From an optimization exercise on the open Yosys and OpenROAD flow, aimed at small area, a short achievable clock period and few clock cycles; shortcuts taken in it are not production practice.
Function was checked by simulation only, so behaviour that the tests miss may differ from the original.
Power is estimated from default activity; no workload was simulated.

**config.mk**
```make
export PLATFORM = sky130hd
export DESIGN_NAME = cpu
export DESIGN_NICKNAME = cpu
export VERILOG_FILES = /design/flow/design.v
export SDC_FILE = /design/flow/constraint.sdc
export NUM_CORES = 4
export LEC_CHECK = 0
export ABC_CLOCK_PERIOD_IN_PS = 3000
export CAP_MARGIN = 20
export CORE_MARGIN = 2
export CORE_UTILIZATION = 40
export SLEW_MARGIN = 20
```
**constraint.sdc**
```tcl
create_clock -name core_clock -period 12.0 [get_ports {Clk}]
set_input_delay 2.4000 -clock core_clock [delete_from_list [all_inputs] [get_ports {Clk}]]
set_output_delay 2.4000 -clock core_clock [all_outputs]
set_load 0.01 [all_outputs]
```
**design.v**
```verilog
`timescale 1ns/1ns
module cpu(
        input Clk,
        input Reset_N,
        output i_readM,
        output i_writeM,
        output [15:0] i_address,
        input [15:0] i_data,
        output d_readM,
        output d_writeM,
        output [15:0] d_address,
        input [15:0] d_data_in,
        output [15:0] d_data_out,
        output reg [15:0] num_inst,
        output reg [15:0] output_port,
        output is_halted
);
    assign i_readM = 1'b1;
    assign i_writeM = 1'b0;
    reg [7:0]  pc;
    reg [15:0] ir;
    reg        v_ex;
    reg [8:0]  pcp1_ex;
    reg        x_bimm, x_sub, x_tcp, x_br, x_jr;    
    reg        fwd_a, fwd_b;                        
    reg        haz;                                 
    reg [15:0] res;
    reg [15:0] sdata;
    reg [1:0]  rd_m;
    reg        we_m, ld_m, st_m, wwd_m, hlt_m, cnt_m;
    reg [15:0] r0, r1, r2, r3;
    wire [3:0] f_op = i_data[15:12];
    wire [5:0] f_fn = i_data[5:0];
    wire [1:0] f_rs = i_data[11:10];
    wire [1:0] f_rt = i_data[9:8];
    wire f_isR   = (f_op == 4'd15);
    wire f_r_alu = f_isR & ~f_fn[4];
    wire f_r_jr  = f_isR & f_fn[4] & ~f_fn[2];
    wire f_r_hlt = f_isR & f_fn[4] & f_fn[2] & f_fn[0];
    wire f_isBr  = (f_op[3:2] == 2'b00);
    wire f_jump  = f_op[3] & ~f_op[2] & (f_op[1] | f_op[0]);
    wire f_use_rs = ~((f_op == 4'd6) | (f_op == 4'd14) | f_jump | f_r_hlt);
    wire f_use_rt = (f_r_alu & ~f_fn[2]) | (f_isBr & ~f_op[1]) | (f_op == 4'd8);
    wire [8:0] pcp1 = {1'b0, pc} + 9'd1;
    wire [3:0] op  = ir[15:12];
    wire [5:0] fn  = ir[5:0];
    wire [1:0] rs  = ir[11:10];
    wire [1:0] rt  = ir[9:8];
    wire [1:0] rdf = ir[7:6];
    wire [7:0] imm = ir[7:0];
    wire [15:0] simm = {{8{imm[7]}}, imm};
    wire isR    = (op == 4'd15);
    wire r_alu  = isR & ~fn[4];
    wire r_jrl  = isR & fn[4] & ~fn[2] & fn[1];
    wire r_wwd  = isR & fn[4] & fn[2] & ~fn[0];
    wire r_hlt  = isR & fn[4] & fn[2] & fn[0];
    wire isADI  = (op == 4'd4);
    wire isORI  = (op == 4'd5);
    wire isLHI  = (op == 4'd6);
    wire isLWD  = (op == 4'd7);
    wire isSWD  = (op == 4'd8);
    wire isJAL  = (op == 4'd10);
    wire isNOP  = (op == 4'd14);
    wire stall = v_ex & haz;
    wire go = v_ex & ~haz;
    reg [15:0] rf_a, rf_b;
    always @(*) begin
        case (rs)
            2'd0: rf_a = r0;
            2'd1: rf_a = r1;
            2'd2: rf_a = r2;
            default: rf_a = r3;
        endcase
        case (rt)
            2'd0: rf_b = r0;
            2'd1: rf_b = r1;
            2'd2: rf_b = r2;
            default: rf_b = r3;
        endcase
    end
    wire [15:0] A = fwd_a ? res : rf_a;
    wire [15:0] B = fwd_b ? res : rf_b;
    wire [15:0] opb = x_bimm ? simm : B;
    wire [15:0] add_x = x_tcp ? 16'd0 : A;
    wire [15:0] add_y = x_sub ? ~B : x_tcp ? ~A : opb;
    wire cin = x_sub | x_tcp;
    wire [15:0] pg = add_x ^ add_y;
    wire [15:0] gg0 = (add_x & add_y) | {15'd0, pg[0] & cin};
    wire [15:0] gp0 = {pg[15:1], 1'b0};
    wire [15:0] gg1, gp1, gg2, gp2, gg3, gp3, gg4;
    genvar gi;
    generate
        for (gi = 0; gi < 16; gi = gi + 1) begin : pfx
            if (gi >= 1) begin : l1
                assign gg1[gi] = gg0[gi] | (gp0[gi] & gg0[gi-1]);
                assign gp1[gi] = gp0[gi] & gp0[gi-1];
            end else begin : l1n
                assign gg1[gi] = gg0[gi];
                assign gp1[gi] = gp0[gi];
            end
            if (gi >= 2) begin : l2
                assign gg2[gi] = gg1[gi] | (gp1[gi] & gg1[gi-2]);
                assign gp2[gi] = gp1[gi] & gp1[gi-2];
            end else begin : l2n
                assign gg2[gi] = gg1[gi];
                assign gp2[gi] = gp1[gi];
            end
            if (gi >= 4) begin : l3
                assign gg3[gi] = gg2[gi] | (gp2[gi] & gg2[gi-4]);
                assign gp3[gi] = gp2[gi] & gp2[gi-4];
            end else begin : l3n
                assign gg3[gi] = gg2[gi];
                assign gp3[gi] = gp2[gi];
            end
            if (gi >= 8) begin : l4
                assign gg4[gi] = gg3[gi] | (gp3[gi] & gg3[gi-8]);
            end else begin : l4n
                assign gg4[gi] = gg3[gi];
            end
        end
    endgenerate
    wire [15:0] sum = pg ^ {gg4[14:0], cin};
    reg [15:0] other;
    reg sel_sum;
    always @(*) begin
        sel_sum = 1'b0;
        other = A;                                             
        if (isR) begin
            if (fn[4]) begin
                if (fn[1]) other = {7'd0, pcp1_ex};            
            end else case (fn[2:0])
                3'd2: other = A & B;
                3'd3: other = A | B;
                3'd4: other = ~A;
                3'd6: other = {A[14:0], 1'b0};
                3'd7: other = {A[15], A[15:1]};
                default: sel_sum = 1'b1;                       
            endcase
        end else if (isORI) other = A | simm;
        else if (isLHI) other = {imm, 8'h00};
        else if (isJAL) other = {7'd0, pcp1_ex};
        else sel_sum = 1'b1;                                   
    end
    wire [15:0] alu = sel_sum ? sum : other;
    wire a_eq_b = (A == B);
    wire a_nz = |A;
    reg br_cond;
    always @(*) begin
        case (op[1:0])
            2'd0: br_cond = ~a_eq_b;           
            2'd1: br_cond = a_eq_b;            
            2'd2: br_cond = ~A[15] & a_nz;     
            default: br_cond = A[15];          
        endcase
    end
    wire [7:0] br_target = pcp1_ex[7:0] + imm;
    wire redirect = go & ((x_br & br_cond) | x_jr);
    wire [7:0] target = x_jr ? A[7:0] : br_target;
    wire we_ex = r_alu | isADI | isORI | isLHI | isLWD | isJAL | r_jrl;
    wire [1:0] dst_ex = (isJAL | r_jrl) ? 2'd2 : isR ? rdf : rt;
    always @(posedge Clk) begin
        if (!Reset_N) pc <= 8'd0;
        else if (redirect) pc <= target;
        else if (!stall) pc <= f_jump ? i_data[7:0] : pcp1[7:0];
    end
    always @(posedge Clk) begin
        if (!Reset_N) v_ex <= 1'b0;
        else if (!stall) v_ex <= ~redirect;
        if (!stall) begin
            ir <= i_data;
            pcp1_ex <= pcp1;
            x_bimm <= ~f_isR;
            x_sub <= f_r_alu & (f_fn[2:0] == 3'd1);
            x_tcp <= f_r_alu & (f_fn[2:0] == 3'd5);
            x_br <= f_isBr;
            x_jr <= f_r_jr;
        end
        fwd_a <= go & we_ex & (dst_ex == f_rs);
        fwd_b <= go & we_ex & (dst_ex == f_rt);
        haz <= go & isLWD & ((f_use_rs & (dst_ex == f_rs)) | (f_use_rt & (dst_ex == f_rt)));
    end
    always @(posedge Clk) begin
        res   <= alu;
        sdata <= B;
        rd_m  <= dst_ex;
        we_m  <= go & we_ex;
        ld_m  <= go & isLWD;
        st_m  <= go & isSWD;
        wwd_m <= go & r_wwd;
        hlt_m <= go & r_hlt;
        cnt_m <= go & ~isNOP & ~r_hlt;
    end
    wire [15:0] wdata = Reset_N ? (ld_m ? d_data_in : res) : 16'd0;
    always @(posedge Clk) begin
        if (!Reset_N || (we_m && rd_m == 2'd0)) r0 <= wdata;
        if (!Reset_N || (we_m && rd_m == 2'd1)) r1 <= wdata;
        if (!Reset_N || (we_m && rd_m == 2'd2)) r2 <= wdata;
        if (!Reset_N || (we_m && rd_m == 2'd3)) r3 <= wdata;
    end
    always @(posedge Clk) begin
        if (!Reset_N) num_inst <= 16'd0;
        else num_inst <= num_inst + {15'd0, cnt_m};
        if (wwd_m) output_port <= res;
    end
    assign i_address = {8'd0, pc};
    assign d_readM = ld_m;
    assign d_writeM = st_m;
    assign d_address = res;
    assign d_data_out = sdata;
    assign is_halted = hlt_m;
endmodule
```
**run.sh**
```bash
#!/bin/bash
# synth_recipe.tcl (not shown) runs the flow's synth.tcl, then flattens the netlist and writes it again
# the make line also repeats each setting of config.mk as NAME=value (left out here)
make -C /OpenROAD-flow-scripts/flow DESIGN_CONFIG=/design/flow/config.mk WORK_HOME=/design/flow/orfs CLKGATE_MAP_FILE= SYNTH_SCRIPT=/design/flow/synth_recipe.tcl finish
```
==> flow_summary.json, run 1 <==
{
  "tns_ps": 0,
  "fill_cells": 2451,
  "fmax_ghz": 0.223,
  "cts_max_level": 4,
  "drc_errors": 0,
  "hold_class": "reg2reg",
  "cts_tree": "built",
  "synth_cell_types": 81,
  "num_io_pins": 119,
  "period_share_pct": 37.3,
  "portBuffers": 108,
  "grt_antenna_before_repair": 0,
  "yosysSeqAreaShare_pct": 43.8,
  "p_int_w": 0.00138,
  "grt_pass1_vias": 8429,
  "routed_via_density": 5.99,
  "first_pass_iters": 26,
  "end_kind": "register",
  "synth_xor_xnor_area_share_pct": 3.70,
  "grt_pass1_wl_um": 50200,
  "synthAdderAreaFrac_pct": 5.26,
  "powerDensity_mw_per_mm2": 169,
  "rsz0062_at_grt": "false",
  "routedWlPerCell_um": 22.2,
  "max_stage_delay_ps": 590,
  "period_needed_ps": 4480,
  "synth_edf_count": 110,
  "synth_compound_area_share_pct": 15.7,
  "synth_mux_area_share_pct": 14.0,
  "min_from": "num_inst[15]$_SDFF_PN0_",
  "cts_setup_buffers": 0,
  "synth-simple-area-share_pct": 13.2,
  "switching_power_w": 0.000747,
  "synth_top_family_by_area": "compound AO/OA/AOI/OAI gates",
  "reg2reg_slack_ps": 7520,
  "placed_area_mm2": 0.0120,
  "clk_pin_slew_ps": 80,
  "slew_headroom_pct": 35.2,
  "ys.flop_type": "edfxtp_1",
  "vdd_drop_max_v": 0.0000800,
  "cts_buffers": 17,
  "die_y_um": 167,
  "power_frac_comb_pct": 32.3,
  "drt_iter0_drc": 851,
  "syn2layout_area_growth_pct": 18.2,
  "cpMaxStageDelayCell": "mux4_2",
  "hold_viol": 0,
  "drt_wl_total_um": 32300,
  "final_cell_mix": "126 x nor2_1, 110 x edfxtp_1, 108 x clkdlybuf4s50_1, 67 x dfxtp_1, 62 x a21oi_1",
  "hold-path-endpoint": "num_inst[15]$_SDFF_PN0_",
  "clockBufferDepth": 2,
  "cpMostUsedCell": "a21oi_1",
  "overflow": 0,
  "rr_startpoint": "ir[10]$_DFFE_PN_",
  "core-area_mm2": 0.0261,
  "critPathKind": "reg2reg",
  "grt_max_degree": 50,
  "ant_nets": 0,
  "dpl.hpwl_um": 22500,
  "design_area_mm2": 0.0126,
  "layout_commonest_cell": "nor2_1",
  "die_area_mm2": 0.0280,
  "fin_worst_skew_ps": 17.4,
  "yosys_warnings": 1,
  "finalMaxSlewViolations": 0,
  "gp_congestion": 0.949,
  "grt_usage_pct": 23.3,
  "crit_required_ps": 12370,
  "cts_resized": 0,
  "synth_area_mm2": 0.0107,
  "cts_sinks": 178,
  "maxCapViolCount": 0,
  "cts_root_buf": "clkbuf_16",
  "syn_inst": 1020,
  "drive_gt1_share_pct": 11.8,
  "arrival_ps": 4850,
  "critPathLaunchType": "register",
  "clk-insertion-delay-late_ps": 440,
  "fin_nets": 1181,
  "swShare_pct": 35.1,
  "antennaDiodeCount": 0,
  "setup_viol": 0,
  "worst-path-buf-inv": 1,
  "r2r_end": "res[15]$_DFF_P_",
  "worst-slew-pin-transition_ps": 970,
  "ys_async_sr_fraction_pct": 0,
  "ys_seq_elements": 178,
  "path_cells": "buf_4, mux4_2, mux2i_1, nand2_1, o21ai_0, o21ai_1, fa_1, nand2b_1, a21oi_1, o211ai_1, a21oi_1, a211oi_1, a21oi_1, xnor2_1, a22oi_1",
  "holdBufCountCts": 0,
  "path_delay_family": "compound AO/OA/AOI/OAI gates",
  "hold_depth": 2,
  "post_synth.cell_area_avg_um2": 10.4,
  "status": "finished clean",
  "start_util_pct": 40.8,
  "pwr-share-seq_pct": 41.1,
  "p_leak_nw": 4.67,
  "vias": 8694,
  "rr_worst_depth": 15,
  "rows": 59,
  "path_max_fanout": 25,
  "die_w_um": 167,
  "clock_power_share_pct": 26.6
}
[state kept, by name (all words and copies together) (netlist names), 8 cells and up]
| register | count |
|---|---|
| output_port | 16 |
| ir | 16 |
| pc | 8 |
| num_inst | 16 |
| sdata | 16 |
| r0 | 16 |
| pcp1_ex | 9 |
| r2 | 16 |
| res | 16 |
| r3 | 16 |
| r1 | 16 |
[metrics by stage]
step	setup slack (ps)	total power [W]	hold slack [ps]	util, %	std cells
final	7520	0.00213	517	48.2	1452
after CTS	7570	0.00213	529	48.2	1452
after global placement	7610	0.00156	497	45.9	1420
after global routing	7090	0.00223	559	48.2	1452
after floorplan	8040	0.00127	485	-	1028
after detailed placement	7590	0.00156	510	45.9	1420
[worst register-to-register path, stage by stage, from the launching register on]
cell      delay, ps
edfxtp_1        320
buf_4           370
mux4_2          600
mux2i_1         580
nand2_1         100
o21ai_0         100
o21ai_1         100
fa_1            490
nand2b_1        200
a21oi_1         350
o211ai_1        240
a21oi_1         250
a211oi_1        150
a21oi_1         250
xnor2_1         110
a22oi_1         200
[power groups by stage]
stage | Clock (W) | Sequential [W] | Combinational, W
after CTS | 0.000577 | 0.000872 | 0.000681
after global placement | 0 | 0.000883 | 0.000673
after detailed placement | 0 | 0.000886 | 0.000677
final | 0.000564 | 0.000874 | 0.000688
after floorplan | 0 | 0.000861 | 0.000412
after global routing | 0.000603 | 0.000886 | 0.000743
[layer usage]
metal | vias to the layer above | part of all wire [%] | GRT usage, %
li1 | 4006 | - | -
met1 | 4206 | 44 | 31.9
met2 | 406 | 46 | 36.2
met4 | 0 | 3.3 | 9.26
met5 | - | 0 | 0
met3 | 76 | 7.6 | 4.85
[cell type report]
type	count	area [µm²]	area share (%)
timing repair buffer	128	1230	9.77
inverter	30	113	0.894
tap	335	419	3.33
clock buffer	21	483	3.83
multi-input combinational	749	5570	44.2
clock inverter	11	111	0.884
sequential	178	4670	37.0
[worst max path at each step]
stage / startpoint / endpoint / cells past startpoint / slack, ps
global route: ir[10]$_DFFE_PN_ / res[15]$_DFF_P_ / 15 / 7090
floorplan: ir[8]$_DFFE_PN_ / res[15]$_DFF_P_ / 16 / 8040
global placement: Reset_N / r2[6]$_DFFE_PP_ / 4 / 7610
CTS: ir[10]$_DFFE_PN_ / res[15]$_DFF_P_ / 15 / 7570
detailed placement: ir[10]$_DFFE_PN_ / res[15]$_DFF_P_ / 15 / 7590
finish: ir[10]$_DFFE_PN_ / res[15]$_DFF_P_ / 15 / 7520
[Yosys cell counts (all sizes together), types with 3 or more instances]
| master | count | share of area [%] |
|---|---|---|
| a21oi | 62 | 2.9 |
| nand2b | 10 | 0.59 |
| buf | 31 | 1.8 |
| mux4 | 33 | 7.0 |
| nor2 | 127 | 4.5 |
| a222oi | 5 | 0.47 |
| nor4 | 10 | 0.65 |
| o211ai | 4 | 0.28 |
| mux2i | 51 | 5.2 |
| o32ai | 3 | 0.25 |
| xnor2 | 19 | 1.6 |
| dfxtp | 68 | 13 |
| nor2b | 8 | 0.47 |
| and2 | 7 | 0.41 |
| nor3b | 4 | 0.28 |
| o21a | 8 | 0.56 |
| nand3 | 22 | 1.1 |
| nor3 | 36 | 1.7 |
| a21o | 5 | 0.35 |
| xor2 | 26 | 2.1 |
| clkbuf | 40 | 1.4 |
| a211oi | 34 | 2.4 |
| a31oi | 7 | 0.41 |
| edfxtp | 110 | 31 |
| inv | 30 | 1.1 |
| o21ai | 49 | 2.3 |
| a41oi | 3 | 0.25 |
| nand4 | 4 | 0.23 |
| and3 | 9 | 0.53 |
| nand2 | 54 | 1.9 |
| or2 | 4 | 0.23 |
| mux2 | 18 | 1.9 |
| a2bb2oi | 3 | 0.25 |
| a221oi | 9 | 0.74 |
| fa | 3 | 0.56 |
| o22ai | 9 | 0.53 |
| o21bai | 4 | 0.39 |
| a22oi | 7 | 0.49 |
| a311oi | 6 | 0.73 |
| a221o | 5 | 0.47 |
| ha | 40 | 4.7 |
[cells by family after synthesis]
kind of cell	Yosys count
and+or+nand+nor	303
AOI/OAI and AO/OA	246
DFF	178
muxes	102
buffers and inverters	101
xor gates and xnor gates	45
adders and majority gates	43
other	2
Testbench counts, summed over its fixed seeds: cycles 43,033.
==> run 2: changes to the inputs <==
--- a/design.v
+++ b/design.v
@@ -23,4 +23,5 @@
     reg [8:0]  pcp1_ex;
-    reg        x_bimm, x_sub, x_tcp, x_br, x_jr;    
-    reg        fwd_a, fwd_b;                        
+    reg        m_b, m_nb, m_imm, m_tcp, m_cin;      
+    reg        x_br, x_jr, x_pt;                    
+    reg [4:0]  sel_a, sel_b;                        
     reg        haz;                                 
@@ -29,3 +30,3 @@
     reg [1:0]  rd_m;
-    reg        we_m, ld_m, st_m, wwd_m, hlt_m, cnt_m;
+    reg        we_m, ld_m, mem_m, st_m, wwd_m, hlt_m, cnt_m;
     reg [15:0] r0, r1, r2, r3;
@@ -35,2 +36,3 @@
     wire [1:0] f_rt = i_data[9:8];
+    wire [7:0] f_imm = i_data[7:0];
     wire f_isR   = (f_op == 4'd15);
@@ -43,3 +45,46 @@
     wire f_use_rt = (f_r_alu & ~f_fn[2]) | (f_isBr & ~f_op[1]) | (f_op == 4'd8);
+    wire f_pt = f_isBr & f_imm[7];
     wire [8:0] pcp1 = {1'b0, pc} + 9'd1;
+    wire [7:0] t_p = pc ^ f_imm;
+    wire [7:0] t_g = pc & f_imm;
+    wire [7:0] tg0 = {t_g[7:1], pc[0] | f_imm[0]};
+    wire [7:0] tp0 = {t_p[7:1], 1'b0};
+    wire [7:0] tg1, tp1, tg2, tp2, tg3;
+    genvar ti;
+    generate
+        for (ti = 0; ti < 8; ti = ti + 1) begin : tpfx
+            if (ti >= 2) begin : l1
+                assign tg1[ti] = tg0[ti] | (tp0[ti] & tg0[ti-1]);
+                assign tp1[ti] = tp0[ti] & tp0[ti-1];
+            end else if (ti == 1) begin : l1b
+                assign tg1[ti] = t_g[1] | (t_p[1] & pc[0]) | (t_p[1] & f_imm[0]);
+                assign tp1[ti] = 1'b0;
+            end else begin : l1n
+                assign tg1[ti] = tg0[ti];
+                assign tp1[ti] = tp0[ti];
+            end
+            if (ti >= 2) begin : l2
+                assign tg2[ti] = tg1[ti] | (tp1[ti] & tg1[ti-2]);
+                assign tp2[ti] = tp1[ti] & tp1[ti-2];
+            end else begin : l2n
+                assign tg2[ti] = tg1[ti];
+                assign tp2[ti] = tp1[ti];
+            end
+            if (ti >= 4) begin : l3
+                assign tg3[ti] = tg2[ti] | (tp2[ti] & tg2[ti-4]);
+            end else begin : l3n
+                assign tg3[ti] = tg2[ti];
+            end
+        end
+    endgenerate
+    wire [7:0] f_btgt = {t_p[7:1], ~t_p[0]} ^ {tg3[6:0], 1'b0};
+    reg [7:0] f_rsv;
+    always @(*) begin
+        case (f_rs)
+            2'd0: f_rsv = r0[7:0];
+            2'd1: f_rsv = r1[7:0];
+            2'd2: f_rsv = r2[7:0];
+            default: f_rsv = r3[7:0];
+        endcase
+    end
     wire [3:0] op  = ir[15:12];
@@ -65,25 +110,10 @@
     wire go = v_ex & ~haz;
-    reg [15:0] rf_a, rf_b;
-    always @(*) begin
-        case (rs)
-            2'd0: rf_a = r0;
-            2'd1: rf_a = r1;
-            2'd2: rf_a = r2;
-            default: rf_a = r3;
-        endcase
-        case (rt)
-            2'd0: rf_b = r0;
-            2'd1: rf_b = r1;
-            2'd2: rf_b = r2;
-            default: rf_b = r3;
-        endcase
-    end
-    wire [15:0] A = fwd_a ? res : rf_a;
-    wire [15:0] B = fwd_b ? res : rf_b;
-    wire [15:0] opb = x_bimm ? simm : B;
-    wire [15:0] add_x = x_tcp ? 16'd0 : A;
-    wire [15:0] add_y = x_sub ? ~B : x_tcp ? ~A : opb;
-    wire cin = x_sub | x_tcp;
-    wire [15:0] pg = add_x ^ add_y;
-    wire [15:0] gg0 = (add_x & add_y) | {15'd0, pg[0] & cin};
+    wire [15:0] A = ({16{sel_a[0]}} & r0) | ({16{sel_a[1]}} & r1) | ({16{sel_a[2]}} & r2)
+                  | ({16{sel_a[3]}} & r3) | ({16{sel_a[4]}} & res);
+    wire [15:0] B = ({16{sel_b[0]}} & r0) | ({16{sel_b[1]}} & r1) | ({16{sel_b[2]}} & r2)
+                  | ({16{sel_b[3]}} & r3) | ({16{sel_b[4]}} & res);
+    wire [15:0] y = ({16{m_b}} & B) | ({16{m_nb}} & ~B) | ({16{m_imm}} & simm) | {16{m_tcp}};
+    wire [15:0] pg = A ^ y;
+    wire [15:0] gb = ({16{m_b}} & A & B) | ({16{m_nb}} & A & ~B) | ({16{m_imm}} & A & simm);
+    wire [15:0] gg0 = {gb[15:1], gb[0] | (pg[0] & m_cin)};
     wire [15:0] gp0 = {pg[15:1], 1'b0};
@@ -121,3 +151,3 @@
     endgenerate
-    wire [15:0] sum = pg ^ {gg4[14:0], cin};
+    wire [15:0] sum = pg ^ {gg4[14:0], m_cin};
     reg [15:0] other;
@@ -144,3 +174,3 @@
     wire [15:0] alu = sel_sum ? sum : other;
-    wire a_eq_b = (A == B);
+    wire a_eq_b = &pg;
     wire a_nz = |A;
@@ -156,6 +186,7 @@
     wire [7:0] br_target = pcp1_ex[7:0] + imm;
-    wire redirect = go & ((x_br & br_cond) | x_jr);
-    wire [7:0] target = x_jr ? A[7:0] : br_target;
+    wire redirect = go & ((x_br & (br_cond ^ x_pt)) | (x_jr & (A[7:0] != pc)));
+    wire [7:0] target = x_jr ? A[7:0] : x_pt ? pcp1_ex[7:0] : br_target;
     wire we_ex = r_alu | isADI | isORI | isLHI | isLWD | isJAL | r_jrl;
     wire [1:0] dst_ex = (isJAL | r_jrl) ? 2'd2 : isR ? rdf : rt;
+    wire [7:0] f_next = f_pt ? f_btgt : f_jump ? f_imm : f_r_jr ? f_rsv : pcp1[7:0];
     always @(posedge Clk) begin
@@ -163,4 +194,10 @@
         else if (redirect) pc <= target;
-        else if (!stall) pc <= f_jump ? i_data[7:0] : pcp1[7:0];
-    end
+        else if (!stall) pc <= f_next;
+    end
+    wire fwd_a_nx = go & we_ex & (dst_ex == f_rs);
+    wire fwd_b_nx = go & we_ex & (dst_ex == f_rt);
+    wire [1:0] nx_rs = stall ? rs : f_rs;
+    wire [1:0] nx_rt = stall ? rt : f_rt;
+    wire f_sub = f_isR & (f_fn[2:0] == 3'd1);
+    wire f_tcp = f_isR & (f_fn[2:0] == 3'd5);
     always @(posedge Clk) begin
@@ -171,10 +208,13 @@
             pcp1_ex <= pcp1;
-            x_bimm <= ~f_isR;
-            x_sub <= f_r_alu & (f_fn[2:0] == 3'd1);
-            x_tcp <= f_r_alu & (f_fn[2:0] == 3'd5);
-            x_br <= f_isBr;
+            m_b <= f_isR & (f_fn[2:0] == 3'd0);
+            m_nb <= f_sub | (f_isBr & ~f_op[1]);
+            m_imm <= ~f_isR & ~f_isBr;
+            m_tcp <= f_tcp;
+            m_cin <= f_sub | f_tcp;
+            x_br <= f_isBr & (|f_imm);
+            x_pt <= f_pt;
             x_jr <= f_r_jr;
         end
-        fwd_a <= go & we_ex & (dst_ex == f_rs);
-        fwd_b <= go & we_ex & (dst_ex == f_rt);
+        sel_a <= fwd_a_nx ? 5'b10000 : {1'b0, nx_rs == 2'd3, nx_rs == 2'd2, nx_rs == 2'd1, nx_rs == 2'd0};
+        sel_b <= fwd_b_nx ? 5'b10000 : {1'b0, nx_rt == 2'd3, nx_rt == 2'd2, nx_rt == 2'd1, nx_rt == 2'd0};
         haz <= go & isLWD & ((f_use_rs & (dst_ex == f_rs)) | (f_use_rt & (dst_ex == f_rt)));
@@ -187,2 +227,3 @@
         ld_m  <= go & isLWD;
+        mem_m <= go & (isLWD | isSWD);
         st_m  <= go & isSWD;
@@ -205,3 +246,3 @@
     assign i_address = {8'd0, pc};
-    assign d_readM = ld_m;
+    assign d_readM = mem_m;
     assign d_writeM = st_m;
==> flow/run.sh (new file) <==
#!/bin/bash
# The standard layout (the standard.sh: ORFS from synthesis to the final
# layout, with config.mk's settings), with one change: every repair_timing
# step aims at a setup slack of 8.5 ns at the design's clock period, so gate
# sizing and buffering work on the paths that set the period the design
# achieves. The SDC, the clock period and the synthesis are the standard ones.
# make's output goes to standard_flow.log; each ORFS step writes its own log
# under orfs/logs/.
set -euo pipefail
bash standard.sh SETUP_SLACK_MARGIN=8.5 finish > standard_flow.log 2>&1
==> standard.sh (new file) <==
#!/bin/bash
# synth_recipe.tcl (not shown) runs the flow's synth.tcl, then flattens the netlist and writes it again
# the make line also repeats each setting of config.mk as NAME=value (left out here)
make -C /OpenROAD-flow-scripts/flow DESIGN_CONFIG=/design/flow/config.mk WORK_HOME=/design/flow/orfs CLKGATE_MAP_FILE= SYNTH_SCRIPT=/design/flow/synth_recipe.tcl "${@:-finish}"
removed: run.sh
==> flow_summary.json, run 2 <==
{
  "fin_worst_skew_ps": 16.0,
  "placedCellCount": 1667,
  "synth_xor_xnor_area_share_pct": 5.27,
  "grt_max_degree": 57,
  "synth_edf_count": 113,
  "worst-slew-pin-transition_ps": 885,
  "power_frac_comb_pct": 37.1,
  "synth-simple-area-share_pct": 17.5,
  "tns_ps": 0,
  "pwr-share-seq_pct": 39.0,
  "cpMaxStageDelayCell": "a22oi_1",
  "vias": 11400,
  "worst-path-buf-inv": 0,
  "switching_power_w": 0.000931,
  "synth_top_family_by_area": "compound AO/OA/AOI/OAI gates",
  "synth_most_common_cell": "nand2_1",
  "vdd_drop_max_v": 0.0000850,
  "routed_via_density": 6.33,
  "path_delay_family": "compound AO/OA/AOI/OAI gates",
  "critPathKind": "reg2reg",
  "critPathLaunchType": "register",
  "end_kind": "register",
  "period_share_pct": 31.5,
  "antennaDiodeCount": 0,
  "routedWlPerCell_um": 24.2,
  "drt_iter0_drc": 1934,
  "path_max_fanout": 13,
  "post_synth.cell_area_avg_um2": 9.37,
  "yosys_warnings": 1,
  "grt_pass1_vias": 10300,
  "fmax_ghz": 0.264,
  "layout_commonest_cell": "nand2_1",
  "cts_root_buf": "clkbuf_16",
  "maxCapViolCount": 0,
  "cts_tree": "built",
  "powerDensity_mw_per_mm2": 165,
  "drive_gt1_share_pct": 23.4,
  "rsz0062_at_grt": "true",
  "syn_inst": 1243,
  "p_int_w": 0.00153,
  "synth_area_mm2": 0.0116,
  "fill_cells": 2666,
  "p_leak_nw": 5.58,
  "yosysTopAreaCell": "edfxtp_1",
  "status": "finished clean",
  "ys.flop_type": "edfxtp_1",
  "num_io_pins": 119,
  "finalMaxSlewViolations": 0,
  "start_util_pct": 40.6,
  "ys_seq_elements": 190,
  "arrival_ps": 4090,
  "drt_wl_total_um": 43500,
  "die_w_um": 175,
  "portBuffers": 108,
  "final_cell_mix": "118 x nand2_1, 113 x edfxtp_1, 105 x buf_4, 71 x a21oi_1, 69 x nor2_1",
  "crit_required_ps": 12300,
  "instances_no_fill": 1796,
  "swShare_pct": 37.9,
  "rows": 62,
  "slew_headroom_pct": 40.8,
  "dpl.hpwl_um": 29900,
  "cts_sinks": 190,
  "synthAdderAreaFrac_pct": 2.21,
  "period_needed_ps": 3780,
  "clock_power_share_pct": 23.9,
  "grt_usage_pct": 28.0,
  "grt_antenna_before_repair": 0,
  "synthTopCellsByArea": "edfxtp_1 29%, dfxtp_1 13%, xnor2_1 4.1%",
  "hold_class": "reg2reg",
  "path_cells": "a22oi_1, and3_1, o21ai_1, a2111o_1, a32oi_2, o32ai_2, a211oi_4, mux2_4, nand2_8, mux2i_1, a21oi_1",
  "synthDominantCellAreaShare_pct": 29.1,
  "drc_errors": 0,
  "overflow": 0,
  "clk_pin_slew_ps": 80,
  "setup_viol": 0,
  "die_y_um": 175,
  "cts_max_level": 4,
  "die_area_mm2": 0.0305,
  "synth_mux_area_share_pct": 5.28,
  "core-area_mm2": 0.0287,
  "syn2layout_area_growth_pct": 27.9,
  "yosysSeqAreaShare_pct": 42.4,
  "synth_cell_types": 73,
  "clk-insertion-delay-late_ps": 450,
  "clockBufferDepth": 2,
  "cts_buffers": 17,
  "first_pass_iters": 9,
  "fin_nets": 1453,
  "gp_congestion": 0.978,
  "ant_nets": 0,
  "synth_compound_area_share_pct": 22.9,
  "grt_pass1_wl_um": 64800,
  "ys_async_sr_fraction_pct": 0,
  "hold_viol": 0,
  "synthTopCellsByCount": "127 x nand2_1, 113 x edfxtp_1, 77 x dfxtp_1, 75 x a21oi_1, 72 x nor2_1",
  "max_stage_delay_ps": 680
}
## run 2: cells by family after synthesis
| logic type | Yosys count |
|---|---|
| other | 2 |
| muxes | 49 |
| DFF | 190 |
| xor gates and xnor gates | 70 |
| and+or+nand+nor | 411 |
| buffers and inverters | 119 |
| AOI/OAI and AO/OA | 382 |
| adders and majority gates | 20 |
## run 2: worst register-to-register path: cells and delay by family (launching register included)
family,cells,cell delay (ps)
flops,1,420
mux,2,600
simple gates,2,450
compound gates,7,2180
## run 2: path summary, 6_finish.rpt
| path | start | to | slack (ps) | depth (start not counted) |
|---|---|---|---|---|
| worst min-delay path | res[12]$_DFF_P_ | output_port[12]$_DFFE_PP_ | 500 | 0 |
| worst min register to register | res[12]$_DFF_P_ | output_port[12]$_DFFE_PP_ | 500 | 0 |
| worst max register to register | sel_b[0]$_SDFF_PP0_ | pc[3]$_SDFFE_PN0P_ | 8220 | 11 |
| worst max-delay path | sel_b[0]$_SDFF_PP0_ | pc[3]$_SDFFE_PN0P_ | 8220 | 11 |
## run 2: repair_timing
| item | 4_1_cts | 5_1_grt |
|---|---|---|
| resized for setup | 298 | 103 |
| pin swaps | 53 | 32 |
| endpoints found under the setup margin | 107 | 126 |
| setup buffers | 71 | 26 |
| hold buffers | 0 | 0 |
## run 2: cell type report
cell class | instances | area, µm² | share of cell area, %
Timing Repair Buffer | 223 | 1910 | 12.8
Clock inverter | 12 | 116 | 0.782
Multi-Input combinational cell | 942 | 6740 | 45.3
Clock buffer | 20 | 489 | 3.29
Sequential cell | 190 | 5060 | 34.0
Inverter | 25 | 93.8 | 0.630
Tap cell | 384 | 480 | 3.23
## run 2: per-layer routing
layer  part of all wire [%]  global-route usage, %  up-vias
met4                    3.3                   9.90        0
met3                     11                   5.16       98
li1                       -                      -     5048
met5                      0                      0        -
met1                     43                   41.1     5440
met2                     43                   41.3      784
## run 2: stage by stage
step	hold WS, ps	area (µm²)	setup slack (ps)	util (%)	total power, W
3_5_place_dp	506	13000	6780	45.2	0.00171
3_3_place_gp	509	13000	6780	45.2	0.00171
4_1_cts	498	14500	8250	50.5	0.00238
2_1_floorplan	520	11700	8030	-	0.00139
5_1_grt	502	14900	8130	51.9	0.00256
6_report	499	14900	8220	51.9	0.00246
## run 2: power by group through the flow
stage               clock [W]  sequential (W)  combinational, W
floorplan                   0        0.000913          0.000473
global placement            0        0.000961          0.000746
detailed placement          0        0.000959          0.000747
CTS                  0.000593        0.000954          0.000830
global route         0.000618        0.000969          0.000972
finish               0.000588        0.000959          0.000911
Testbench counts of run 2, summed over its fixed seeds: cycles 39,466.
==> run 3: changes to the inputs <==
==> run.sh (new file) <==
#!/bin/bash
# synth_recipe.tcl (not shown) runs the flow's synth.tcl, then flattens the netlist and writes it again
# the make line also repeats each setting of config.mk as NAME=value (left out here)
make -C /OpenROAD-flow-scripts/flow DESIGN_CONFIG=/design/flow/config.mk WORK_HOME=/design/flow/orfs CLKGATE_MAP_FILE= SYNTH_SCRIPT=/design/flow/synth_recipe.tcl finish
removed: flow/run.sh
removed: standard.sh
==> flow_summary.json, run 3 <==
{
  "status": "finished clean",
  "drt_wl_total_um": 41700,
  "powerDensity_mw_per_mm2": 170,
  "ys.flop_type": "edfxtp_1",
  "fmax_ghz": 0.212,
  "core-area_mm2": 0.0287,
  "antennaDiodeCount": 0,
  "cts_root_buf": "clkbuf_16",
  "p_int_w": 0.00142,
  "finalMaxSlewViolations": 0,
  "end_kind": "register",
  "first_pass_iters": 9,
  "cts_setup_buffers": 0,
  "ys_async_sr_fraction_pct": 0,
  "grt_pass1_wl_um": 62200,
  "instances_no_fill": 1700,
  "routed_via_density": 6.32,
  "drt_iter0_drc": 1851,
  "critPathKind": "reg2reg",
  "final_cell_mix": "127 x nand2_1, 113 x edfxtp_1, 108 x clkdlybuf4s50_1, 76 x dfxtp_1, 75 x a21oi_1",
  "clk_pin_slew_ps": 80,
  "dp_slack_ps": 7010,
  "worst-slew-pin-transition_ps": 1110,
  "pwr-share-seq_pct": 41.5,
  "cts_buffers": 17,
  "synthTopCellsByCount": "127 x nand2_1, 113 x edfxtp_1, 77 x dfxtp_1, 75 x a21oi_1, 72 x nor2_1",
  "path_cells": "a222oi_1, a32oi_1, a311o_1, o22a_1, a32oi_1, o32ai_1, a211oi_2, mux2_4, nand2_4, mux2i_1, a21oi_1",
  "maxCapViolCount": 0,
  "rows": 62,
  "power_frac_comb_pct": 33.4,
  "ys_seq_elements": 190,
  "clockBufferDepth": 2,
  "yosys_warnings": 1,
  "dpl.hpwl_um": 30000,
  "final_util_pct": 47.2,
  "synth_area_mm2": 0.0116,
  "yosysSeqAreaShare_pct": 42.4,
  "synth_most_common_cell": "nand2_1",
  "grt_pass1_vias": 9821,
  "cpMaxStageDelayCell": "a222oi_1",
  "path_max_fanout": 16,
  "setup_viol": 0,
  "cts_resized": 0,
  "post_synth.cell_area_avg_um2": 9.37,
  "synthDominantCellAreaShare_pct": 29.1,
  "vdd_drop_max_v": 0.0000799,
  "start_util_pct": 40.6,
  "period_needed_ps": 4720,
  "slew_headroom_pct": 25.8,
  "fin_worst_skew_ps": 24.6,
  "rsz0062_at_grt": "false",
  "vias": 10700,
  "grt_antenna_before_repair": 2,
  "grt_max_degree": 57,
  "gp_congestion": 0.949,
  "grt_usage_pct": 27.0,
  "worstSetupStartpoint": "sel_b[1]$_SDFF_PP0_",
  "overflow": 0,
  "max_stage_delay_ps": 1050,
  "arrival_ps": 5030,
  "min_from": "num_inst[10]$_SDFF_PN0_",
  "drive_gt1_share_pct": 5.93,
  "cts_sinks": 190,
  "die_area_mm2": 0.0305,
  "die_y_um": 175,
  "fill_cells": 2757,
  "hold_viol": 0,
  "cpMostUsedCell": "a32oi_1",
  "cts_tree": "built",
  "switching_power_w": 0.000884,
  "num_io_pins": 119,
  "hold_class": "reg2reg",
  "synth_edf_count": 113,
  "critPathLaunchType": "register",
  "routedWlPerCell_um": 24.5,
  "cts_max_level": 4,
  "layout_commonest_cell": "nand2_1",
  "placedCellCount": 1667,
  "portBuffers": 108,
  "crit_required_ps": 12310,
  "rr_startpoint": "sel_b[1]$_SDFF_PP0_",
  "clk-insertion-delay-late_ps": 450,
  "worst_slack_ps": 7280,
  "synth_cell_types": 73,
  "synthTopCellsByArea": "edfxtp_1 29%, dfxtp_1 13%, xnor2_1 4.1%",
  "clock_power_share_pct": 25.0,
  "die_w_um": 175,
  "swShare_pct": 38.4,
  "holdBufCountCts": 0,
  "tns_ps": 0,
  "period_share_pct": 39.3,
  "drc_errors": 0,
  "ant_nets": 0,
  "p_leak_nw": 4.84,
  "yosysTopAreaCell": "edfxtp_1",
  "fin_nets": 1357,
  "syn_inst": 1243,
  "syn2layout_area_growth_pct": 16.4
}
run 3: cell counts after synthesis:
No cell type changed its count.
run 3: cells by family (layout without fill, tap and decap cells):
group / after synthesis / in the layout / synth area share [%]
AO/OA/AOI/OAI: 382 / 382 / 22.9
XOR/XNOR: 70 / 70 / 5.27
adder cells (fa/ha/maj): 20 / 20 / 2.21
buffers and inverters: 119 / 184 / 4.39
flip-flops: 190 / 190 / 42.4
multiplexers: 49 / 49 / 5.28
other: 2 / 10 / 0.0645
AND/OR/NAND/NOR: 411 / 411 / 17.5
run 3: layout make-up:
class | count | area (µm²) | share of cell area (%)
Timing Repair Buffer | 127 | 1220 | 9.03
Clock buffer | 17 | 425 | 3.14
Tap cell | 384 | 480 | 3.55
Clock inverter | 15 | 168 | 1.24
Multi-Input combinational cell | 942 | 6230 | 45.9
Inverter | 25 | 93.8 | 0.692
Sequential cell | 190 | 4940 | 36.4
run 3: stage by stage:
| stage | hold WS (ps) | power (W) | area [µm²] |
|---|---|---|---|
| after global routing | 544 | 0.00239 | 13600 |
| after CTS | 530 | 0.00228 | 13500 |
| after floorplan | 519 | 0.00138 | 11700 |
| after global placement | 512 | 0.00170 | 13000 |
| final | 531 | 0.00230 | 13600 |
| after detailed placement | 525 | 0.00171 | 13000 |
run 3: power by group through the flow:
stage	clock [W]	combinational [W]	sequential, W
final	0.000576	0.000769	0.000955
after global routing	0.000602	0.000826	0.000964
after CTS	0.000583	0.000748	0.000951
after detailed placement	0	0.000742	0.000964
after global placement	0	0.000739	0.000964
after floorplan	0	0.000469	0.000913
run 3: critical path: cells and delay by family (launching register included):
family	cells	cell delay, ps
flops	1	590
compound gates	8	3230
mux	2	610
simple gates	1	150
run 3: final timing paths:
| check | end | slack [ps] | depth (start not counted) |
|---|---|---|---|
| setup reg to reg | pc[4]$_SDFFE_PN0P_ | 7280 | 11 |
| setup / recovery | pc[4]$_SDFFE_PN0P_ | 7280 | 11 |
| hold reg to reg | num_inst[10]$_SDFF_PN0_ | 530 | 2 |
| hold / removal | num_inst[10]$_SDFF_PN0_ | 530 | 2 |
run 3: layer usage:
layer	part of all wire, %	track usage, %
met5	0.026	0
met2	43	40.5
met1	42	38.9
met4	2.9	9.31
met3	11	5.53
==> run 4: changes to the inputs <==
--- a/design.v
+++ b/design.v
@@ -26,3 +26,2 @@
     reg [4:0]  sel_a, sel_b;                        
-    reg        haz;                                 
     reg [15:0] res;
@@ -108,4 +107,3 @@
     wire isNOP  = (op == 4'd14);
-    wire stall = v_ex & haz;
-    wire go = v_ex & ~haz;
+    wire go = v_ex;
     wire [15:0] A = ({16{sel_a[0]}} & r0) | ({16{sel_a[1]}} & r1) | ({16{sel_a[2]}} & r2)
@@ -161,4 +159,4 @@
             end else case (fn[2:0])
-                3'd2: other = A & B;
-                3'd3: other = A | B;
+                3'd2: other = gb;
+                3'd3: other = gb | pg;
                 3'd4: other = ~A;
@@ -168,3 +166,3 @@
             endcase
-        end else if (isORI) other = A | simm;
+        end else if (isORI) other = gb | pg;
         else if (isLHI) other = {imm, 8'h00};
@@ -174,3 +172,3 @@
     wire [15:0] alu = sel_sum ? sum : other;
-    wire a_eq_b = &pg;
+    wire a_eq_b = (A == B);
     wire a_nz = |A;
@@ -190,7 +188,13 @@
     wire [1:0] dst_ex = (isJAL | r_jrl) ? 2'd2 : isR ? rdf : rt;
-    wire [7:0] f_next = f_pt ? f_btgt : f_jump ? f_imm : f_r_jr ? f_rsv : pcp1[7:0];
-    always @(posedge Clk) begin
-        if (!Reset_N) pc <= 8'd0;
-        else if (redirect) pc <= target;
-        else if (!stall) pc <= f_next;
+    wire f_seq = ~(f_pt | f_jump | f_r_jr);
+    wire keep = ~redirect & ~haz;
+    wire s_red = Reset_N & redirect;
+    wire s_hold = Reset_N & ~redirect & haz;
+    wire s_bt = Reset_N & keep & f_pt;
+    wire s_j = Reset_N & keep & f_jump;
+    wire s_jr = Reset_N & keep & f_r_jr;
+    wire s_seq = Reset_N & keep & f_seq;
+    always @(posedge Clk) begin
+        pc <= ({8{s_red}} & target) | ({8{s_hold}} & pc) | ({8{s_bt}} & f_btgt)
+            | ({8{s_j}} & f_imm) | ({8{s_jr}} & f_rsv) | ({8{s_seq}} & pcp1[7:0]);
     end
@@ -198,4 +202,3 @@
     wire fwd_b_nx = go & we_ex & (dst_ex == f_rt);
-    wire [1:0] nx_rs = stall ? rs : f_rs;
-    wire [1:0] nx_rt = stall ? rt : f_rt;
+    wire haz = go & isLWD & ((f_use_rs & (dst_ex == f_rs)) | (f_use_rt & (dst_ex == f_rt)));
     wire f_sub = f_isR & (f_fn[2:0] == 3'd1);
@@ -203,19 +206,15 @@
     always @(posedge Clk) begin
-        if (!Reset_N) v_ex <= 1'b0;
-        else if (!stall) v_ex <= ~redirect;
-        if (!stall) begin
-            ir <= i_data;
-            pcp1_ex <= pcp1;
-            m_b <= f_isR & (f_fn[2:0] == 3'd0);
-            m_nb <= f_sub | (f_isBr & ~f_op[1]);
-            m_imm <= ~f_isR & ~f_isBr;
-            m_tcp <= f_tcp;
-            m_cin <= f_sub | f_tcp;
-            x_br <= f_isBr & (|f_imm);
-            x_pt <= f_pt;
-            x_jr <= f_r_jr;
-        end
-        sel_a <= fwd_a_nx ? 5'b10000 : {1'b0, nx_rs == 2'd3, nx_rs == 2'd2, nx_rs == 2'd1, nx_rs == 2'd0};
-        sel_b <= fwd_b_nx ? 5'b10000 : {1'b0, nx_rt == 2'd3, nx_rt == 2'd2, nx_rt == 2'd1, nx_rt == 2'd0};
-        haz <= go & isLWD & ((f_use_rs & (dst_ex == f_rs)) | (f_use_rt & (dst_ex == f_rt)));
+        v_ex <= Reset_N & ~redirect & ~haz;
+        ir <= i_data;
+        pcp1_ex <= pcp1;
+        m_b <= f_isR & ~f_fn[2] & (f_fn[1:0] != 2'd1);
+        m_nb <= f_sub;
+        m_imm <= ~f_isR & ~f_isBr;
+        m_tcp <= f_tcp;
+        m_cin <= f_sub | f_tcp;
+        x_br <= f_isBr & (|f_imm);
+        x_pt <= f_pt;
+        x_jr <= f_r_jr;
+        sel_a <= fwd_a_nx ? 5'b10000 : {1'b0, f_rs == 2'd3, f_rs == 2'd2, f_rs == 2'd1, f_rs == 2'd0};
+        sel_b <= fwd_b_nx ? 5'b10000 : {1'b0, f_rt == 2'd3, f_rt == 2'd2, f_rt == 2'd1, f_rt == 2'd0};
     end
==> flow/run.sh (new file) <==
#!/bin/bash
# The standard layout (the standard.sh: ORFS from synthesis to the final
# layout, with config.mk's settings), with one change: every repair_timing
# step aims at a setup slack of 8.5 ns at the design's clock period, so gate
# sizing and buffering work on the paths that set the period the design
# achieves. The SDC, the clock period and the synthesis are the standard ones.
# make's output goes to standard_flow.log; each ORFS step writes its own log
# under orfs/logs/.
set -euo pipefail
bash standard.sh SETUP_SLACK_MARGIN=8.5 finish > standard_flow.log 2>&1
==> standard.sh (new file) <==
#!/bin/bash
# synth_recipe.tcl (not shown) runs the flow's synth.tcl, then flattens the netlist and writes it again
# the make line also repeats each setting of config.mk as NAME=value (left out here)
make -C /OpenROAD-flow-scripts/flow DESIGN_CONFIG=/design/flow/config.mk WORK_HOME=/design/flow/orfs CLKGATE_MAP_FILE= SYNTH_SCRIPT=/design/flow/synth_recipe.tcl "${@:-finish}"
removed: run.sh
==> flow_summary.json, run 4 <==
{
  "num_io_pins": 119,
  "vdd_drop_max_v": 0.000107,
  "worst-slew-pin-transition_ps": 1060,
  "tns_ps": 0,
  "clk-insertion-delay-late_ps": 460,
  "synthDominantCellAreaShare_pct": 21.0,
  "drt_iter0_drc": 1532,
  "yosysTopAreaCell": "edfxtp_1",
  "rsz0062_at_grt": "true",
  "synth_most_common_cell": "nand2_1",
  "finalMaxSlewViolations": 0,
  "routedWlPerCell_um": 23.4,
  "slew_headroom_pct": 29.2,
  "rows": 61,
  "holdWs_ps": 491,
  "gp_congestion": 0.911,
  "core-area_mm2": 0.0280,
  "yosysSeqAreaShare_pct": 39.7,
  "grt_pass1_vias": 10700,
  "die_y_um": 173,
  "grt_max_degree": 59,
  "syn2layout_area_growth_pct": 29.0,
  "syn_inst": 1307,
  "drc_errors": 0,
  "max_stage_delay_ps": 290,
  "grt_usage_pct": 27.8,
  "period_share_pct": 32.2,
  "synthTopCellsByCount": "148 x nand2_1, 107 x dfxtp_1, 100 x nor2_1, 92 x a21oi_1, 91 x o21ai_0",
  "ys_seq_elements": 187,
  "powerDensity_mw_per_mm2": 159,
  "path_max_fanout": 7,
  "hold_viol": 0,
  "crit_required_ps": 12340,
  "status": "finished clean",
  "routed_via_density": 6.22,
  "worst_slack_ps": 8130,
  "grt_pass1_wl_um": 64600,
  "post_synth.cell_area_avg_um2": 8.76,
  "cts_buffers": 17,
  "fin_nets": 1504,
  "hold_class": "reg2reg",
  "cts_tree": "built",
  "path_cells": "buf_4, inv_1, ha_4, nor2b_4, o21ai_1, nand2b_1, a21o_1, a21o_1, a21o_1, a21oi_2, xor2_1, nor2_1, o21ai_1, a221o_1",
  "cts_root_buf": "clkbuf_16",
  "grt_antenna_before_repair": 2,
  "synth_cell_types": 77,
  "cpMaxStageDelayCell": "a221o_1",
  "yosys_warnings": 1,
  "maxCapViolCount": 0,
  "synthTopCellsByArea": "edfxtp_1 21%, dfxtp_1 19%, xnor2_1 6.3%",
  "worst-path-buf-inv": 2,
  "fmax_ghz": 0.258,
  "vias": 11400,
  "start_util_pct": 40.9,
  "arrival_ps": 4210,
  "ys.flop_type": "dfxtp_1",
  "first_pass_iters": 8,
  "path_delay_family": "compound AO/OA/AOI/OAI gates",
  "die_area_mm2": 0.0300,
  "synth_area_mm2": 0.0115,
  "final_cell_mix": "143 x nand2_1, 97 x nor2_1, 94 x buf_4, 84 x a21oi_1, 80 x edfxtp_1",
  "cpMostUsedCell": "a21o_1",
  "clk_pin_slew_ps": 80,
  "dpl.hpwl_um": 29500,
  "fin_worst_skew_ps": 20.9,
  "synth_edf_count": 80,
  "clockBufferDepth": 2,
  "die_w_um": 173,
  "portBuffers": 108,
  "drt_wl_total_um": 43100,
  "critPathLaunchType": "input pin",
  "p_leak_nw": 5.62,
  "period_needed_ps": 3870,
  "end_kind": "register",
  "holdBufCountCts": 0,
  "ys_async_sr_fraction_pct": 0,
  "cts_max_level": 4,
  "overflow": 0,
  "layout_commonest_cell": "nand2_1",
  "drive_gt1_share_pct": 23.1,
  "antennaDiodeCount": 0,
  "setup_viol": 0,
  "dp_slack_ps": 7050,
  "ant_nets": 0,
  "cts_sinks": 187,
  "critPathKind": "in2reg"
}
run 4: cell count changes in the layout (fill, tap and decap cells not counted), moves of 19 or more:
cell / previous run / this run
buf_4: 19 / 94
clkbuf_2: 0 / 21
clkdlybuf4s15_1: 0 / 25
clkdlybuf4s50_1: 108 / 18
dfxtp_2: 1 / 20
dfxtp_4: 0 / 26
dlygate4sd2_1: 0 / 22
edfxtp_1: 113 / 80
nand3_1: 51 / 32
nor2_1: 72 / 97
xnor2_1: 55 / 75
run 4: cells by family after synthesis:
logic type / count (synthesis) / synth area share (%)
AND/OR/NAND/NOR: 446 / 18.9
AO/OA/AOI/OAI: 397 / 23.4
flip-flops: 187 / 39.7
buffers and inverters: 125 / 4.52
XOR/XNOR: 93 / 7.11
multiplexers: 35 / 3.94
adder cells (fa/ha/maj): 22 / 2.44
other: 2 / 0.0656
run 4: final cells by class:
cell class	count	area [µm²]
timing repair buffer	219	1930
tap	378	473
timing repair inverter	1	5.00
fill	2585	13200
clock buffer	18	450
clock inverter	14	190
sequential	187	4670
multi-input combinational	1004	6970
inverter	20	87.6
run 4: layer usage:
| metal | part of all wire [%] | track usage [%] |
|---|---|---|
| met1 | 41 | 37.4 |
| met5 | 0.025 | 0 |
| met3 | 10 | 5.94 |
| met4 | 4.4 | 12.4 |
| met2 | 45 | 42.8 |
run 4: power by group:
part | internal (W) | switching, W | total (W)
combinational | 0.000369 | 0.000479 | 0.000848
sequential | 0.000792 | 0.000111 | 0.000902
clock | 0.000300 | 0.000304 | 0.000604
run 4: what timing repair did:
item | 4_1_cts | 5_1_grt
gates resized for setup | 318 | 104
gates cloned | 2 | 1
setup buffers | 62 | 34
setup endpoints to repair | 168 | 57
pin swaps | 45 | 52
run 4: worst paths after layout:
check	cells past startpoint	from	to	slack, ps
worst min-delay path	0	res[1]$_DFF_P_	output_port[1]$_DFFE_PP_	490
worst max-delay path	14	i_data[0]	pc[7]$_DFF_P_	8130
worst max register to register	16	r1[0]$_DFFE_PP_	pc[7]$_DFF_P_	8140
worst min register to register	0	res[1]$_DFF_P_	output_port[1]$_DFFE_PP_	490
run 4: per-stage QoR:
step           std cells  utilization (%)  power, W  area, µm²
2_1_floorplan       1315                -   0.00133      11600
4_1_cts             1806             51.0   0.00228      14300
5_1_grt             1841             52.8   0.00246      14800
3_5_place_dp        1710             45.7   0.00160      12800
6_report            1841             52.8   0.00235      14800
3_3_place_gp        1710             45.7   0.00160      12800
run 4: worst register-to-register path, stage by stage, from the launching register on:
cell	delay, ps
edfxtp_1	440
a222oi_1	530
buf_4	200
buf_4	100
buf_4	120
nand3_4	90
xnor2_2	140
nand4_1	220
nor4_4	350
xnor2_1	180
o21ai_2	100
xnor2_1	240
a21oi_2	90
nand3b_1	290
buf_6	230
a311oi_2	320
a221o_1	160
Testbench counts of run 4, summed over its fixed seeds: cycles 39,466.
==> run 5: changes to the inputs <==
--- a/config.mk
+++ b/config.mk
@@ -7,3 +7,3 @@
 export LEC_CHECK = 0
-export ABC_CLOCK_PERIOD_IN_PS = 3000
+export ABC_CLOCK_PERIOD_IN_PS = 1500
 export CAP_MARGIN = 20
==> flow_summary.json, run 5 <==
{
  "cts_root_buf": "clkbuf_16",
  "die_area_mm2": 0.0300,
  "powerDensity_mw_per_mm2": 159,
  "routedWlPerCell_um": 23.4,
  "routed_via_density": 6.22,
  "period_share_pct": 32.2,
  "drt_iter0_drc": 1532,
  "grt_max_degree": 59,
  "portBuffers": 108,
  "rows": 61,
  "worst-slew-pin-transition_ps": 1060,
  "drive_gt1_share_pct": 23.1,
  "dpl.hpwl_um": 29500,
  "status": "finished clean",
  "fin_worst_skew_ps": 20.9,
  "clk_pin_slew_ps": 80,
  "grt_antenna_before_repair": 2,
  "critPathKind": "in2reg",
  "clk-insertion-delay-late_ps": 460,
  "ys_seq_elements": 187,
  "power.total_w": 0.00235,
  "vias": 11400,
  "placed_area_mm2": 0.0128,
  "core-area_mm2": 0.0280,
  "cts_buffers": 17,
  "syn2layout_area_growth_pct": 29.0,
  "synth_edf_count": 80,
  "ys.flop_type": "dfxtp_1",
  "holdWs_ps": 491,
  "overflow": 0,
  "setup_viol": 0,
  "die_y_um": 173,
  "finalMaxSlewViolations": 0,
  "period_needed_ps": 3870,
  "grt_usage_pct": 27.8,
  "synthTopCellsByArea": "edfxtp_1 21%, dfxtp_1 19%, xnor2_1 6.3%",
  "synth_cell_types": 77,
  "slew_headroom_pct": 29.2,
  "post_synth.cell_area_avg_um2": 8.76,
  "maxCapViolCount": 0,
  "vdd_drop_max_v": 0.000107,
  "arrival_ps": 4210,
  "cts_max_level": 4,
  "start_util_pct": 40.9,
  "grt_pass1_vias": 10700,
  "yosysSeqAreaShare_pct": 39.7,
  "clockBufferDepth": 2,
  "ant_nets": 0,
  "instances_no_fill": 1841,
  "drc_errors": 0,
  "tns_ps": 0,
  "p_leak_nw": 5.62,
  "drt_wl_total_um": 43100,
  "synthDominantCellAreaShare_pct": 21.0,
  "rsz0062_at_grt": "true",
  "syn_inst": 1307,
  "layout_commonest_cell": "nand2_1",
  "gp_congestion": 0.911,
  "yosys_warnings": 1,
  "ys_async_sr_fraction_pct": 0,
  "antennaDiodeCount": 0,
  "cts_sinks": 187,
  "hold_class": "reg2reg",
  "die_w_um": 173,
  "cts_tree": "built",
  "fin_nets": 1504,
  "placedCellCount": 1710,
  "design_area_mm2": 0.0148,
  "crit_required_ps": 12340,
  "hold_viol": 0,
  "first_pass_iters": 8,
  "synth_area_mm2": 0.0115,
  "end_kind": "register",
  "synth_most_common_cell": "nand2_1",
  "num_io_pins": 119,
  "grt_pass1_wl_um": 64600,
  "fmax_ghz": 0.258,
  "critPathLaunchType": "input pin",
  "yosysTopAreaCell": "edfxtp_1",
  "synthTopCellsByCount": "148 x nand2_1, 107 x dfxtp_1, 100 x nor2_1, 92 x a21oi_1, 91 x o21ai_0",
  "final_cell_mix": "143 x nand2_1, 97 x nor2_1, 94 x buf_4, 84 x a21oi_1, 80 x edfxtp_1",
  "path_max_fanout": 7
}
==> run 5: area by class of cell <==
class | count | area, µm²
repair inverters | 1 | 5.00
inverters | 20 | 87.6
fillers | 2585 | 13200
well taps | 378 | 473
multi-input cells | 1004 | 6970
flip-flops and latches | 187 | 4670
repair buffers | 219 | 1930
clock inverters | 14 | 190
clock buffers | 18 | 450
==> run 5: path summary, 6_finish.rpt <==
check                  startpoint                        to  slack [ps]  depth (start not counted)
setup / recovery        i_data[0]             pc[7]$_DFF_P_        8130                         14
hold reg to reg    res[1]$_DFF_P_  output_port[1]$_DFFE_PP_         490                          0
hold / removal     res[1]$_DFF_P_  output_port[1]$_DFFE_PP_         490                          0
setup reg to reg  r1[0]$_DFFE_PP_             pc[7]$_DFF_P_        8140                         16
==> run 5: worst max-delay path, cell delays in order <==
cell and delay (ps):
buf_4 150, inv_1 90, ha_4 160, nor2b_4 40, o21ai_1 120, nand2b_1 100, a21o_1 170, a21o_1 190
a21o_1 170, a21oi_2 120, xor2_1 70, nor2_1 90, o21ai_1 60, a221o_1 290
==> run 5: cells by family after synthesis <==
| kind of cell | Yosys count | share of synthesized area (%) |
|---|---|---|
| XOR/XNOR | 93 | 7.11 |
| multiplexers | 35 | 3.94 |
| AND/OR/NAND/NOR | 446 | 18.9 |
| adder cells (fa/ha/maj) | 22 | 2.44 |
| buffers and inverters | 125 | 4.52 |
| AO/OA/AOI/OAI | 397 | 23.4 |
| flip-flops | 187 | 39.7 |
| other | 2 | 0.0656 |
==> run 5: metrics by stage <==
| step | utilization [%] | worst slack (ps) |
|---|---|---|
| CTS | 51.0 | 8140 |
| floorplan | - | 7880 |
| global placement | 45.7 | 7110 |
| finish | 52.8 | 8130 |
| detailed placement | 45.7 | 7050 |
| global route | 52.8 | 8050 |
==> run 5: where the power goes <==
| part | switching (W) | internal [W] | total (W) |
|---|---|---|---|
| logic | 0.000479 | 0.000369 | 0.000848 |
| clock network | 0.000304 | 0.000300 | 0.000604 |
| registers | 0.000111 | 0.000792 | 0.000902 |
==> run 5: repair_timing <==
action	4_1_cts	5_1_grt
setup buffers	62	34
endpoints found under the hold margin	0	0
gates cloned	2	1
pin swaps	45	52
hold buffers	0	0
gates resized for setup	318	104
setup endpoints to repair	168	57
==> run 5: per-layer routing <==
metal / global-route usage [%] / share of wire (%) / vias up
met3: 5.94 / 10 / 134
met2: 42.8 / 45 / 738
li1: - / - / 5142
met1: 37.4 / 41 / 5433
met5: 0 / 0.025 / -
met4: 12.4 / 4.4 / 2
==> run 6: changes to the inputs <==
--- a/design.v
+++ b/design.v
@@ -44,37 +44,15 @@
     wire f_use_rt = (f_r_alu & ~f_fn[2]) | (f_isBr & ~f_op[1]) | (f_op == 4'd8);
-    wire f_pt = f_isBr & f_imm[7];
+    wire f_pt = f_isBr & (f_imm[7:5] == 3'b111);
     wire [8:0] pcp1 = {1'b0, pc} + 9'd1;
-    wire [7:0] t_p = pc ^ f_imm;
-    wire [7:0] t_g = pc & f_imm;
-    wire [7:0] tg0 = {t_g[7:1], pc[0] | f_imm[0]};
-    wire [7:0] tp0 = {t_p[7:1], 1'b0};
-    wire [7:0] tg1, tp1, tg2, tp2, tg3;
-    genvar ti;
-    generate
-        for (ti = 0; ti < 8; ti = ti + 1) begin : tpfx
-            if (ti >= 2) begin : l1
-                assign tg1[ti] = tg0[ti] | (tp0[ti] & tg0[ti-1]);
-                assign tp1[ti] = tp0[ti] & tp0[ti-1];
-            end else if (ti == 1) begin : l1b
-                assign tg1[ti] = t_g[1] | (t_p[1] & pc[0]) | (t_p[1] & f_imm[0]);
-                assign tp1[ti] = 1'b0;
-            end else begin : l1n
-                assign tg1[ti] = tg0[ti];
-                assign tp1[ti] = tp0[ti];
-            end
-            if (ti >= 2) begin : l2
-                assign tg2[ti] = tg1[ti] | (tp1[ti] & tg1[ti-2]);
-                assign tp2[ti] = tp1[ti] & tp1[ti-2];
-            end else begin : l2n
-                assign tg2[ti] = tg1[ti];
-                assign tp2[ti] = tp1[ti];
-            end
-            if (ti >= 4) begin : l3
-                assign tg3[ti] = tg2[ti] | (tp2[ti] & tg2[ti-4]);
-            end else begin : l3n
-                assign tg3[ti] = tg2[ti];
-            end
-        end
-    endgenerate
-    wire [7:0] f_btgt = {t_p[7:1], ~t_p[0]} ^ {tg3[6:0], 1'b0};
+    wire [4:0] t_p = pc[4:0] ^ f_imm[4:0];
+    wire [4:0] t_g = pc[4:0] & f_imm[4:0];
+    wire c1 = pc[0] | f_imm[0];
+    wire c2 = t_g[1] | (t_p[1] & pc[0]) | (t_p[1] & f_imm[0]);
+    wire g32 = t_g[3] | (t_p[3] & t_g[2]);
+    wire p32 = t_p[3] & t_p[2];
+    wire c3 = t_g[2] | (t_p[2] & c2);
+    wire c4 = g32 | (p32 & c2);
+    wire c5 = t_g[4] | (t_p[4] & g32) | (t_p[4] & p32 & c2);
+    wire [2:0] pc_hi_m1 = pc[7:5] - 3'd1;
+    wire [7:0] f_btgt = {c5 ? pc[7:5] : pc_hi_m1, t_p ^ {c4, c3, c2, c1, 1'b1}};
     reg [7:0] f_rsv;
==> flow_summary.json, run 6 <==
{
  "grt_antenna_before_repair": 1,
  "synthTopCellsByCount": "162 x nand2_1, 107 x dfxtp_1, 100 x o21ai_0, 91 x a21oi_1, 91 x xnor2_1",
  "critPathKind": "reg2reg",
  "clock_power_share_pct": 24.9,
  "synth_most_common_cell": "nand2_1",
  "synth_edf_count": 80,
  "grtUsageMet1_pct": 38.3,
  "powerDensity_mw_per_mm2": 161,
  "routedWlPerCell_um": 23.2,
  "rows": 62,
  "ant_nets": 0,
  "cts_tree": "built",
  "post_synth.cell_area_avg_um2": 8.88,
  "layout_commonest_cell": "nand2_1",
  "instances_no_fill": 1788,
  "fin_worst_skew_ps": 11.5,
  "dpl.hpwl_um": 30100,
  "yosysSeqAreaShare_pct": 39.3,
  "synth_cell_types": 77,
  "syn2layout_area_growth_pct": 21.1,
  "swShare_pct": 37.3,
  "hold_class": "reg2reg",
  "cts_max_level": 4,
  "p_int_w": 0.00141,
  "holdWs_ps": 479,
  "placedCellCount": 1703,
  "critPathLaunchType": "register",
  "cts_root_buf": "clkbuf_16",
  "overflow": 0,
  "clk-insertion-delay-late_ps": 440,
  "ys.flop_type": "dfxtp_1",
  "period_needed_ps": 3950,
  "fin_nets": 1444,
  "routed_via_density": 6.16,
  "holdBufCountCts": 0,
  "synthTopCellsByArea": "edfxtp_1 21%, dfxtp_1 19%, xnor2_1 6.9%",
  "num_io_pins": 119,
  "switching_power_w": 0.000843,
  "ys_async_sr_fraction_pct": 0,
  "grt_max_degree": 55,
  "gp_congestion": 0.927,
  "cts_buffers": 17,
  "pwr-share-seq_pct": 40.5,
  "drc_errors": 0,
  "design_area_mm2": 0.0140,
  "end_kind": "register",
  "final_util_pct": 49.0,
  "first_pass_iters": 8,
  "p_leak_nw": 5.18,
  "vdd_drop_max_v": 0.0000946,
  "core-area_mm2": 0.0286,
  "hold_viol": 0,
  "clk_pin_slew_ps": 80,
  "busiest_layer": "met2",
  "die_w_um": 174,
  "start_util_pct": 40.4,
  "cts_sinks": 187,
  "grt_usage_pct": 27.2,
  "rsz0062_at_grt": "true",
  "portBuffers": 108,
  "finalMaxSlewViolations": 0,
  "met3_usage_pct": 4.40,
  "arrival_ps": 4260,
  "drt_iter0_drc": 1337,
  "grt_pass1_wl_um": 63700,
  "fmax_ghz": 0.253,
  "status": "finished clean",
  "clockBufferDepth": 2,
  "maxCapViolCount": 0,
  "ys_seq_elements": 187,
  "syn_inst": 1303,
  "slew_headroom_pct": 25.7,
  "tns_ps": 0,
  "grt_pass1_vias": 10400,
  "gr-usage-met2_pct": 41.7,
  "period_share_pct": 32.9,
  "drive_gt1_share_pct": 17.3,
  "synth_area_mm2": 0.0116,
  "setup_viol": 0,
  "power_frac_comb_pct": 34.6,
  "drt_wl_total_um": 41500,
  "crit_required_ps": 12310,
  "die_y_um": 174,
  "final_cell_mix": "159 x nand2_1, 91 x o21ai_0, 88 x xnor2_1, 86 x a21oi_1, 80 x edfxtp_1",
  "path_max_fanout": 3,
  "yosysTopAreaCell": "edfxtp_1",
  "die_area_mm2": 0.0303,
  "synthDominantCellAreaShare_pct": 20.8,
  "yosys_warnings": 1,
  "placed_area_mm2": 0.0128,
  "worst-slew-pin-transition_ps": 1110,
  "vias": 11000
}
-- run 6: power groups by stage --
stage	registers (W)	clock network, W	logic [W]
floorplan	0.000873	0	0.000473
CTS	0.000914	0.000574	0.000745
finish	0.000915	0.000563	0.000780
global route	0.000925	0.000598	0.000837
global placement	0.000924	0	0.000709
detailed placement	0.000921	0	0.000711
-- run 6: metrics by stage --
| stage | worst slack [ps] | total power (W) |
|---|---|---|
| final | 8050 | 0.00226 |
| after detailed placement | 7120 | 0.00163 |
| after CTS | 7990 | 0.00223 |
| after global routing | 7770 | 0.00236 |
| after floorplan | 8020 | 0.00135 |
| after global placement | 7130 | 0.00163 |
-- run 6: layer usage --
layer	wire length [µm]	part of all wire, %	vias to the layer above
li1	-	-	5016
met1	18000	43	5229
met2	18500	44	684
met3	3690	8.9	86
met4	1390	3.4	0
met5	0	0	-
-- run 6: final timing paths --
kind                        start                         to  slack [ps]  cells after the start
setup / recovery  r3[0]$_DFFE_PP_            res[12]$_DFF_P_        8050                     19
hold / removal    res[15]$_DFF_P_  output_port[15]$_DFFE_PP_         480                      0
setup reg to reg  r3[0]$_DFFE_PP_            res[12]$_DFF_P_        8050                     19
hold reg to reg   res[15]$_DFF_P_  output_port[15]$_DFFE_PP_         480                      0
-- run 6: worst max-delay path, cell delays in order (launching register included) --
cell	delay (ps)
edfxtp_1	440
a222oi_1	380
nand2_1	160
a221o_1	350
nor2_2	100
xnor2_1	130
ha_2	210
a21o_1	90
ha_2	170
inv_2	40
o31ai_4	60
o221ai_2	160
a22o_1	260
a311o_1	340
nor2_2	170
a31oi_4	120
a221oi_2	300
nor2_2	100
xnor2_1	160
a21oi_1	80
-- run 6: cell families (layout without fill, tap and decap cells) --
| kind of cell | count (synthesis) | count (layout) | synth area share [%] |
|---|---|---|---|
| AND/OR/NAND/NOR | 421 | 421 | 17.7 |
| AO/OA/AOI/OAI | 408 | 409 | 24.1 |
| buffers and inverters | 128 | 218 | 4.92 |
| other | 2 | 12 | 0.0649 |
| multiplexers | 35 | 35 | 3.95 |
| adder cells (fa/ha/maj) | 21 | 21 | 2.40 |
| flip-flops | 187 | 187 | 39.3 |
| XOR/XNOR | 101 | 101 | 7.64 |
-- run 6: final cells by class --
| type | instances | area, µm² |
|---|---|---|
| Timing Repair Buffer | 166 | 1420 |
| Sequential cell | 187 | 4640 |
| Inverter | 19 | 76.3 |
| Clock buffer | 20 | 447 |
| Fill cell | 2667 | 14600 |
| Tap cell | 384 | 480 |
| Antenna cell | 2 | 5.00 |
| Clock inverter | 12 | 130 |
| Multi-Input combinational cell | 997 | 6810 |
| Timing Repair inverter | 1 | 5.00 |
-- run 6: timing repair --
action | CTS | global route
endpoints found under the setup margin | 167 | 120
setup buffers | 35 | 14
gates resized for setup | 248 | 50
pin swaps | 35 | 27
cloned | 1 | 1
Testbench counts of run 6, summed over its fixed seeds: cycles 39,466.
